This is an optimization exercise on Yosys and OpenROAD, whose aim is a short achievable clock period and few clock cycles, not a production implementation. RTL that was checked went through simulation tests only; none was proved equivalent to the original. The flow treats the clock pin as an ideal source, which a real chip does not have. Power and IR drop assume default switching activity.

==> job 9388 <==
// rv32i_core
module rv32i_core (
    input  logic Rst,
    input  logic Clk,
    output logic [31:0] imem_addr,
    input  logic [31:0] imem_rdata,
    output logic        dmem_re,
    output logic        dmem_we,
    output logic [1:0]  dmem_size,
    output logic [31:0] dmem_addr,
    output logic [31:0] dmem_wdata,
    input  logic [31:0] dmem_rdata,
    output logic        retire_valid,
    output logic [31:0] retire_pc,
    output logic        retire_we,
    output logic [4:0]  retire_rd,
    output logic [31:0] retire_wdata
);
export LEC_CHECK = 0
export ABC_CLOCK_PERIOD_IN_PS = 3500
export CAP_MARGIN = 30
export CORE_MARGIN = 2
export CORE_UTILIZATION = 40
export GPL_TIMING_DRIVEN = 1
export SLEW_MARGIN = 20
create_clock -name core_clock -period 12.0 [get_ports {Clk}]
standard.sh (not shown) runs the stock make flow with config.mk's settings and CLKGATE_MAP_FILE= SYNTH_SCRIPT=/design/flow/synth_recipe.tcl, a recipe that flattens the netlist after the stock synthesis.
==> flow/flow/run.sh <==
#!/bin/bash
set -euo pipefail
export MOVE_PATTERNS='ret_* st_m* re_m* sz_m* sd_m*'
bash standard.sh SETUP_SLACK_MARGIN=8.5 TNS_END_PERCENT=100 MATCH_CELL_FOOTPRINT=0 \
  POST_RESIZE_TCL=$PWD/flow/post_rsz.tcl finish > standard_flow.log 2>&1
==> flow/flow/post_rsz.tcl <==
# Move each flip-flop that drives only an output port's buffer, and whose name
# matches one of MOVE_PATTERNS, next to that buffer (detailed placement then
# legalizes it).
set block [ord::get_db_block]
set moved 0
foreach port [get_ports -filter "direction == output"] {
  set pnet [get_nets [get_full_name $port]]
  foreach drv [get_pins -of_objects $pnet -filter "direction == output"] {
    set buf [get_cells -of_objects $drv]
    set bin [get_pins -of_objects $buf -filter "direction == input"]
    set inet [get_nets -of_objects $bin]
    if {[llength [get_pins -of_objects $inet]] != 2} { continue }
    foreach d2 [get_pins -of_objects $inet -filter "direction == output"] {
      set ff [get_cells -of_objects $d2]
      if {[llength [get_pins -of_objects $ff -filter "name == CLK"]] != 1} { continue }
      set name [get_full_name $ff]
      set hit 0
      foreach pat $::env(MOVE_PATTERNS) { if {[string match $pat $name]} { set hit 1 } }
      if {!$hit} { continue }
      set bi [sta::sta_to_db_inst $buf]
      set fi [sta::sta_to_db_inst $ff]
      lassign [$bi getLocation] x y
      $fi setLocation $x $y
      incr moved
    }
  }
}
puts "post_rsz: moved $moved output flip-flops next to their port buffers"
estimate_parasitics -placement
==> job 3173: changes against job 9388 <==
--- a/flow/design.v
+++ b/flow/design.v
@@ -41,11 +41,11 @@
     logic        c_eq_e, c_lt_e, c_ltu_e, c_inv_e;
     logic        force_tk_e, m_nt_e;
     logic [4:0]  rd_e;
     logic [2:0]  f3_e;
     logic        v_m, re_m, st_m, we_m, is_ld_m, upd_m, tk_m, rdr_m;
-    logic [31:0] pc_m, res_m, addr_m, sd_m, tgt_m, rpn_m;
+    logic [31:0] pc_m, res_m, addr_m, sd_m, tgt_m, rpn_m, rpt_m;
     logic        jalr_m;
     logic [4:0]  rd_m;
     logic        lb_m, lh_m, ls_m;
     logic [1:0]  sz_m;
     logic        ret_v, ret_we;
@@ -72,11 +72,11 @@
     end
     assign f_hit = |(fm & btb_p);
     assign pc_f4 = pc_f + 32'd4;
     logic [31:0] pc_slow;
     always_comb begin
-        if (rdr_m)      pc_slow = !tk_m ? rpn_m : jalr_m ? addr_m : tgt_m;
+        if (rdr_m)      pc_slow = !tk_m ? rpn_m : jalr_m ? rpt_m : tgt_m;
         else if (stall) pc_slow = pc_f;
         else if (f_hit) pc_slow = {pc_f[31:GH+1], f_tgt, 2'b00};
         else            pc_slow = pc_f4;
     end
     logic fred_t, fred_n, fred;
@@ -273,10 +273,11 @@
             st_m  <= ve && is_st_e;
         end
     end
     always_ff @(posedge Clk) begin
         jalr_m  <= is_jalr_e;
+        if (is_jalr_e) rpt_m <= sum;
         rpn_m   <= pc4_e;
         pc_m    <= pc_e;
         we_m    <= we_e;
         rd_m    <= rd_e;
         lb_m    <= (f3_e[1:0] == 2'b00);
--- a/flow/config.mk
+++ b/flow/config.mk
@@ -6,8 +6,8 @@
 export NUM_CORES = 8
 export LEC_CHECK = 0
 export ABC_CLOCK_PERIOD_IN_PS = 3500
 export CAP_MARGIN = 30
 export CORE_MARGIN = 2
-export CORE_UTILIZATION = 40
+export CORE_UTILIZATION = 50
 export GPL_TIMING_DRIVEN = 1
 export SLEW_MARGIN = 20
==> job 8451: changes against job 9388 <==
--- a/flow/design.v
+++ b/flow/design.v
@@ -33,19 +33,21 @@
     logic [31:0] pc_e, pc4_e, tgt_e;
     logic [GH:2] ptgt_e;
     logic        pt_e;
     logic [31:0] a_e, b_e, sd_e;
     logic        fa_e, fb_e, fs_e, nf_e;
+    logic        fan_e, fbn_e;       
+    logic [31:0] bsx_e;              
     logic        sub_e, sra_e;
     logic        s_add_e, s_sll_e, s_slt_e, s_sltu_e, s_xor_e, s_srx_e, s_or_e, s_and_e, s_link_e;
     logic        is_br_e, is_jalr_e, is_ld_e, is_st_e, is_ctl_e, we_e;
     logic        c_eq_e, c_lt_e, c_ltu_e, c_inv_e;
-    logic        force_tk_e, m_nt_e;
+    logic        force_tk_e, m_nt_e, sk_e;
     logic [4:0]  rd_e;
     logic [2:0]  f3_e;
-    logic        v_m, re_m, st_m, we_m, is_ld_m, upd_m, tk_m, rdr_m;
-    logic [31:0] pc_m, res_m, addr_m, sd_m, tgt_m, rpn_m;
+    logic        v_m, re_m, st_m, we_m, is_ld_m, upd_m, tk_m, rdr_m, skill_m;
+    logic [31:0] pc_m, res_m, reswn_m, addr_m, sd_m, tgt_m, rpn_m, rptn_m;
     logic        jalr_m;
     logic [4:0]  rd_m;
     logic        lb_m, lh_m, ls_m;
     logic [1:0]  sz_m;
     logic        ret_v, ret_we;
@@ -72,11 +74,11 @@
     end
     assign f_hit = |(fm & btb_p);
     assign pc_f4 = pc_f + 32'd4;
     logic [31:0] pc_slow;
     always_comb begin
-        if (rdr_m)      pc_slow = !tk_m ? rpn_m : jalr_m ? addr_m : tgt_m;
+        if (rdr_m)      pc_slow = !tk_m ? rpn_m : jalr_m ? ~rptn_m : tgt_m;
         else if (stall) pc_slow = pc_f;
         else if (f_hit) pc_slow = {pc_f[31:GH+1], f_tgt, 2'b00};
         else            pc_slow = pc_f4;
     end
     logic fred_t, fred_n, fred;
@@ -154,31 +156,31 @@
     logic [31:0] rv;
     logic [31:0] rf1, rf2, r1, r2;
     assign rf1 = rv[rs1] ? rf[rs1] : 32'd0;
     assign rf2 = rv[rs2] ? rf[rs2] : 32'd0;
     logic [31:0] ld, mv;
-    assign mv = is_ld_m ? ld : res_m;
+    assign mv = is_ld_m ? ld : ~reswn_m;
     always_ff @(posedge Clk) begin
         if (v_m && we_m) rf[rd_m] <= mv;
     end
     always_ff @(posedge Clk or posedge Rst) begin
         if (Rst)              rv <= 32'd0;
         else if (v_m && we_m) rv[rd_m] <= 1'b1;
     end
     logic h1e, h1m, h2e, h2m;
-    assign h1e = v_e && we_e && (rd_e == rs1);
+    assign h1e = v_e && !skill_m && we_e && (rd_e == rs1);
     assign h1m = v_m && we_m && (rd_m == rs1);
-    assign h2e = v_e && we_e && (rd_e == rs2);
+    assign h2e = v_e && !skill_m && we_e && (rd_e == rs2);
     assign h2m = v_m && we_m && (rd_m == rs2);
     assign r1 = h1m ? mv : rf1;
     assign r2 = h2m ? mv : rf2;
     assign stall = v_d && v_e && is_ld_e && ((use1 && h1e) || (use2 && h2e));
     logic [31:0] tgt_d;
     assign tgt_d  = pc_d + timm_d;
     always_ff @(posedge Clk or posedge Rst) begin
         if (Rst) v_e <= 1'b0;
-        else     v_e <= v_d && !stall && !rdr_m && !fred;
+        else     v_e <= v_d && !stall && !rdr_m && !fred && !fkill;
     end
     always_ff @(posedge Clk) begin
         pc_e   <= pc_d;
         pc4_e  <= pc_d + 32'd4;
         tgt_e  <= tgt_d;
@@ -190,13 +192,17 @@
         is_ld_e   <= is_ld;
         is_st_e   <= is_st;
         is_ctl_e  <= is_br | is_jal;
         a_e  <= (use1 && h1e) ? 32'd0 : is_auipc ? pc_d : is_lui ? 32'd0 : r1;
         fa_e <= use1 && h1e;
+        fan_e <= !(use1 && h1e);
         nf_e <= !(use1 && h1e) && !(!use_imm && h2e) && !is_jalr;
         b_e  <= use_imm ? imm : h2e ? 32'd0 : r2;
         fb_e <= !use_imm && h2e;
+        fbn_e <= !(!use_imm && h2e);
+        bsx_e <= (!use_imm && h2e) ? 32'd0
+               : ((use_imm ? imm : r2) ^ {32{is_alur && f3 == 3'b000 && i30}});
         sd_e <= h2e ? 32'd0 : r2;
         fs_e <= is_st && h2e;
         sub_e    <= (is_alur && f3 == 3'b000 && i30);
         sra_e    <= i30;
         s_add_e  <= !(is_alui | is_alur | is_jal | is_jalr) || ((is_alui | is_alur) && f3 == 3'b000);
@@ -212,25 +218,45 @@
         c_lt_e  <= (f3[2:1] == 2'b10);
         c_ltu_e <= (f3[2:1] == 2'b11);
         c_inv_e <= f3[0];
         force_tk_e <= is_jal | is_jalr;
         m_nt_e     <= pt_d;
+        sk_e       <= is_br && !pt_d && (timm_d == 32'd8);
         pt_e       <= pt_d && !is_jalr;
         ptgt_e     <= ptgt_d;
     end
     logic [31:0] a, b, sd;
     assign a  = ({32{fa_e}} & res_m) | a_e;
     assign b  = ({32{fb_e}} & res_m) | b_e;
     assign sd = ({32{fs_e}} & res_m) | sd_e;
     logic [32:0] sum33;
     logic [31:0] sum;
-    assign sum33 = {a, 1'b1} + {b ^ {32{sub_e}}, sub_e};
+    logic [31:0] aa, ba;
+    assign aa    = ({32{!fan_e}} & res_m) | a_e;
+    assign ba    = ({32{!fbn_e}} & (res_m ^ {32{sub_e}})) | bsx_e;
+    assign sum33 = {aa, 1'b1} + {ba, sub_e};
     assign sum   = sum33[32:1];
+    logic eqf, ltf, ltuf;
+    assign eqf  = (a_e == b_e);
+    assign ltf  = ($signed(a_e) < $signed(b_e));
+    assign ltuf = (a_e < b_e);
+    logic eq10, lt10, ltu10, eq01, lt01, ltu01;
+    assign eq10  = (res_m == b_e);
+    assign lt10  = ($signed(res_m) < $signed(b_e));
+    assign ltu10 = (res_m < b_e);
+    assign eq01  = (a_e == res_m);
+    assign lt01  = ($signed(a_e) < $signed(res_m));
+    assign ltu01 = (a_e < res_m);
+    logic c00, c10, c01, c11;
+    assign c00 = !fa_e && !fb_e;
+    assign c10 =  fa_e && !fb_e;
+    assign c01 = !fa_e &&  fb_e;
+    assign c11 =  fa_e &&  fb_e;
     logic eq, lt, ltu;
-    assign eq  = (a == b);
-    assign lt  = ($signed(a) < $signed(b));
-    assign ltu = (a < b);
+    assign eq  = (c00 & eqf)  | (c10 & eq10)  | (c01 & eq01) | c11;
+    assign lt  = (c00 & ltf)  | (c10 & lt10)  | (c01 & lt01);
+    assign ltu = (c00 & ltuf) | (c10 & ltu10) | (c01 & ltu01);
     logic [31:0] sll, srx;
     logic [32:0] sr33;
     assign sll  = a << b[4:0];
     assign sr33 = $signed({sra_e & a[31], a}) >>> b[4:0];
     assign srx  = sr33[31:0];
@@ -244,49 +270,54 @@
                | ({32{s_or_e}}   & (a | b))
                | ({32{s_and_e}}  & (a & b))
                | ({32{s_link_e}} & pc4_e);
     logic taken;
     assign taken = is_br_e ? (((c_eq_e & eq) | (c_lt_e & lt) | (c_ltu_e & ltu)) ^ c_inv_e) : force_tk_e;
-    logic ve, tgt_ok, red_t, red_n;
-    assign ve       = v_e && !rdr_m;
+    logic ve, skp, tgt_ok, red_t, red_n;
+    assign ve       = v_e && !rdr_m && !skill_m;
+    assign skp      = sk_e && v_d && !pt_d;
     assign tgt_ok   = pt_e && (tgt_e == {pc_e[31:GH+1], ptgt_e, 2'b00});
-    assign red_t    = ve && !tgt_ok;
+    assign red_t    = ve && !tgt_ok && !skp;
     assign red_n    = ve && m_nt_e;
     assign redirect = !nf_e && (taken ? red_t : red_n);
-    logic eqf, ltf, ltuf, takenf;
-    assign eqf    = (a_e == b_e);
-    assign ltf    = ($signed(a_e) < $signed(b_e));
-    assign ltuf   = (a_e < b_e);
+    logic takenf;
     assign takenf = is_br_e ? (((c_eq_e & eqf) | (c_lt_e & ltf) | (c_ltu_e & ltuf)) ^ c_inv_e) : force_tk_e;
     assign fred_t = nf_e && takenf && red_t;
     assign fred_n = nf_e && !takenf && red_n;
     assign fred   = fred_t || fred_n;
+    logic fkill, skill;
+    assign fkill  = nf_e && takenf && ve && skp;
+    assign skill  = !nf_e && taken && ve && skp;
     always_ff @(posedge Clk or posedge Rst) begin
         if (Rst) begin
             rdr_m <= 1'b0;
+            skill_m <= 1'b0;
             v_m   <= 1'b0;
             re_m  <= 1'b0;
             st_m  <= 1'b0;
         end else begin
             rdr_m <= redirect;
+            skill_m <= skill;
             v_m   <= ve;
             re_m  <= ve && is_ld_e;
             st_m  <= ve && is_st_e;
         end
     end
     always_ff @(posedge Clk) begin
         jalr_m  <= is_jalr_e;
+        rptn_m  <= ~sum;     
         rpn_m   <= pc4_e;
         pc_m    <= pc_e;
         we_m    <= we_e;
         rd_m    <= rd_e;
         lb_m    <= (f3_e[1:0] == 2'b00);
         lh_m    <= (f3_e[1:0] == 2'b01);
         ls_m    <= !f3_e[2];
         sz_m    <= f3_e[1:0];
         is_ld_m <= is_ld_e;
         res_m   <= alu;
+        reswn_m <= ~alu;
         addr_m  <= sum;
         sd_m    <= sd;
         tgt_m   <= tgt_e;
         upd_m   <= ve && is_ctl_e;
         tk_m    <= taken;
==> flow/flow/run.sh (replaced) <==
#!/bin/bash
set -euo pipefail
export MOVE_PATTERNS='ret_* st_m* re_m* sz_m* sd_m*'
export SPLIT_CLOCK_PORT=Clk
export EXTRA_MARGINS='8.0 8.5 8.5'
bash standard.sh SETUP_SLACK_MARGIN=8.5 TNS_END_PERCENT=100 MATCH_CELL_FOOTPRINT=0 \
  POST_RESIZE_TCL=$PWD/flow/post_rsz.tcl POST_CTS_TCL=$PWD/flow/post_cts_split.tcl \
  finish > standard_flow.log 2>&1
==> flow/flow/post_cts_split.tcl (new file) <==
# Split the clock tree's root buffer in two: a second root buffer, also
# driven by the clock port, takes over the half of the root's loads that lie
# on one side; each root is placed at the centre of its loads.
set block [ord::get_db_block]
set db [ord::get_db]
set cport $::env(SPLIT_CLOCK_PORT)
set cnet [$block findNet $cport]
set root ""
foreach it [$cnet getITerms] {
  if {[$it isInputSignal]} { set root [$it getInst] }
}
set rnet [[$root findITerm X] getNet]
set loads {}
foreach it [$rnet getITerms] {
  if {[$it isInputSignal]} {
    lassign [[$it getInst] getLocation] x y
    lappend loads [list $it $x $y]
  }
}
set n [llength $loads]
# split along the longer side of the loads' bounding box, at the median
set xs [lsort -integer [lmap l $loads {lindex $l 1}]]
set ys [lsort -integer [lmap l $loads {lindex $l 2}]]
set dx [expr {[lindex $xs end] - [lindex $xs 0]}]
set dy [expr {[lindex $ys end] - [lindex $ys 0]}]
set k [expr {$dx >= $dy ? 1 : 2}]
set sorted [lsort -integer -index $k $loads]
set half [expr {$n / 2}]
set g1 [lrange $sorted 0 [expr {$half - 1}]]
set g2 [lrange $sorted $half end]
set master [$db findMaster [[$root getMaster] getName]]
set root2 [odb::dbInst_create $block $master "[$root getName]_b"]
set net2 [odb::dbNet_create $block "[$rnet getName]_b"]
$net2 setSigType CLOCK
[$root2 findITerm A] connect $cnet
[$root2 findITerm X] connect $net2
foreach l $g2 { set it [lindex $l 0]; $it disconnect; $it connect $net2 }
proc centre {g} {
  set sx 0; set sy 0
  foreach l $g { set sx [expr {$sx + [lindex $l 1]}]; set sy [expr {$sy + [lindex $l 2]}] }
  list [expr {$sx / [llength $g]}] [expr {$sy / [llength $g]}]
}
lassign [centre $g1] x1 y1
lassign [centre $g2] x2 y2
$root setLocation $x1 $y1
$root2 setLocation $x2 $y2
$root2 setPlacementStatus PLACED
puts "split_root: [$root getName] keeps [llength $g1] loads, [$root2 getName] takes [llength $g2]"
detailed_placement
estimate_parasitics -placement

# More rounds of setup repair after clock tree synthesis, aiming at rising
# margins.
foreach m $::env(EXTRA_MARGINS) {
  repair_timing -setup -setup_margin $m -repair_tns 100 -verbose
  detailed_placement
  estimate_parasitics -placement
}
report_worst_slack -max
==> results.txt <==
- Job 3173 completed with no timing, DRC or antenna violations. Job 8451 produced a clean layout. Job 9388 finished with timing, DRC and antenna clean.
- Worst setup slack, lowest first: job 8451, job 9388, job 3173.
- Of job 8451 and job 3173, job 8451 has the higher combinational power (gap about 18%, measured against job 3173).
- Of job 9388 and job 3173, job 3173 has the higher fmax (gap about 1.3%, measured against job 3173).
- Power: job 9388 < job 3173 < job 8451.
- The lowest critical path depth belongs to job 3173, the highest to job 8451.
- In job 8451 the wire length is larger than in job 3173, by 5.0%.
- Between job 8451 and job 9388, the lower clock power is in job 9388 (gap 6.7%, measured against job 9388).
- Synthesized cell count: job 8451 > job 3173 > job 9388.
- The highest worst hold slack belongs to job 3173, the lowest to job 9388.
- Utilization: job 9388 is lower than job 3173 (11 points).
Testbench counts of job 3173, summed over its fixed seeds: cycles 843,059.
For job 9388 and job 8451, only the layout was checked, not whether the RTL still works.

## afterwards: timing with drivers on the ports
Ports are ideal in the flow. The routed layouts listed here were re-timed in OpenROAD.
Step 1: set_driving_cell puts a clkbuf_16 on Clk and a buf_2 on each other input, an assumption about the parent block.
Step 2 adds t to the input delays and takes it off the output delays; t is the mean of the earliest and latest rising clock arrival at the registers after step 1. Input paths then give back, and output paths get back, about the clock's delay inside the block.
Slacks: ideal / step 1 / step 2; pairs: ideal / step 1.
| run | t (ns) | slack for setup (ns) | hold slack, ns | cell pins on the clock port's net |
|---|---|---|---|---|
| job 9388 | 0.978 | 8.134 / 8.045 / 7.501 | 0.323 / 0.323 / 0.323 | 1 |
| job 3173 | 0.969 | 8.185 / 8.107 / 7.406 | 0.325 / 0.325 / 0.325 | 1 |
| job 8451 | 0.853 | 7.995 / 7.995 / 7.697 | 0.325 / 0.325 / 0.325 | 2 |
After both steps every run listed still meets setup and hold. The setup slack of job 3173, which loses most, moves by -0.078 ns with the drivers and by -0.779 ns with both steps.
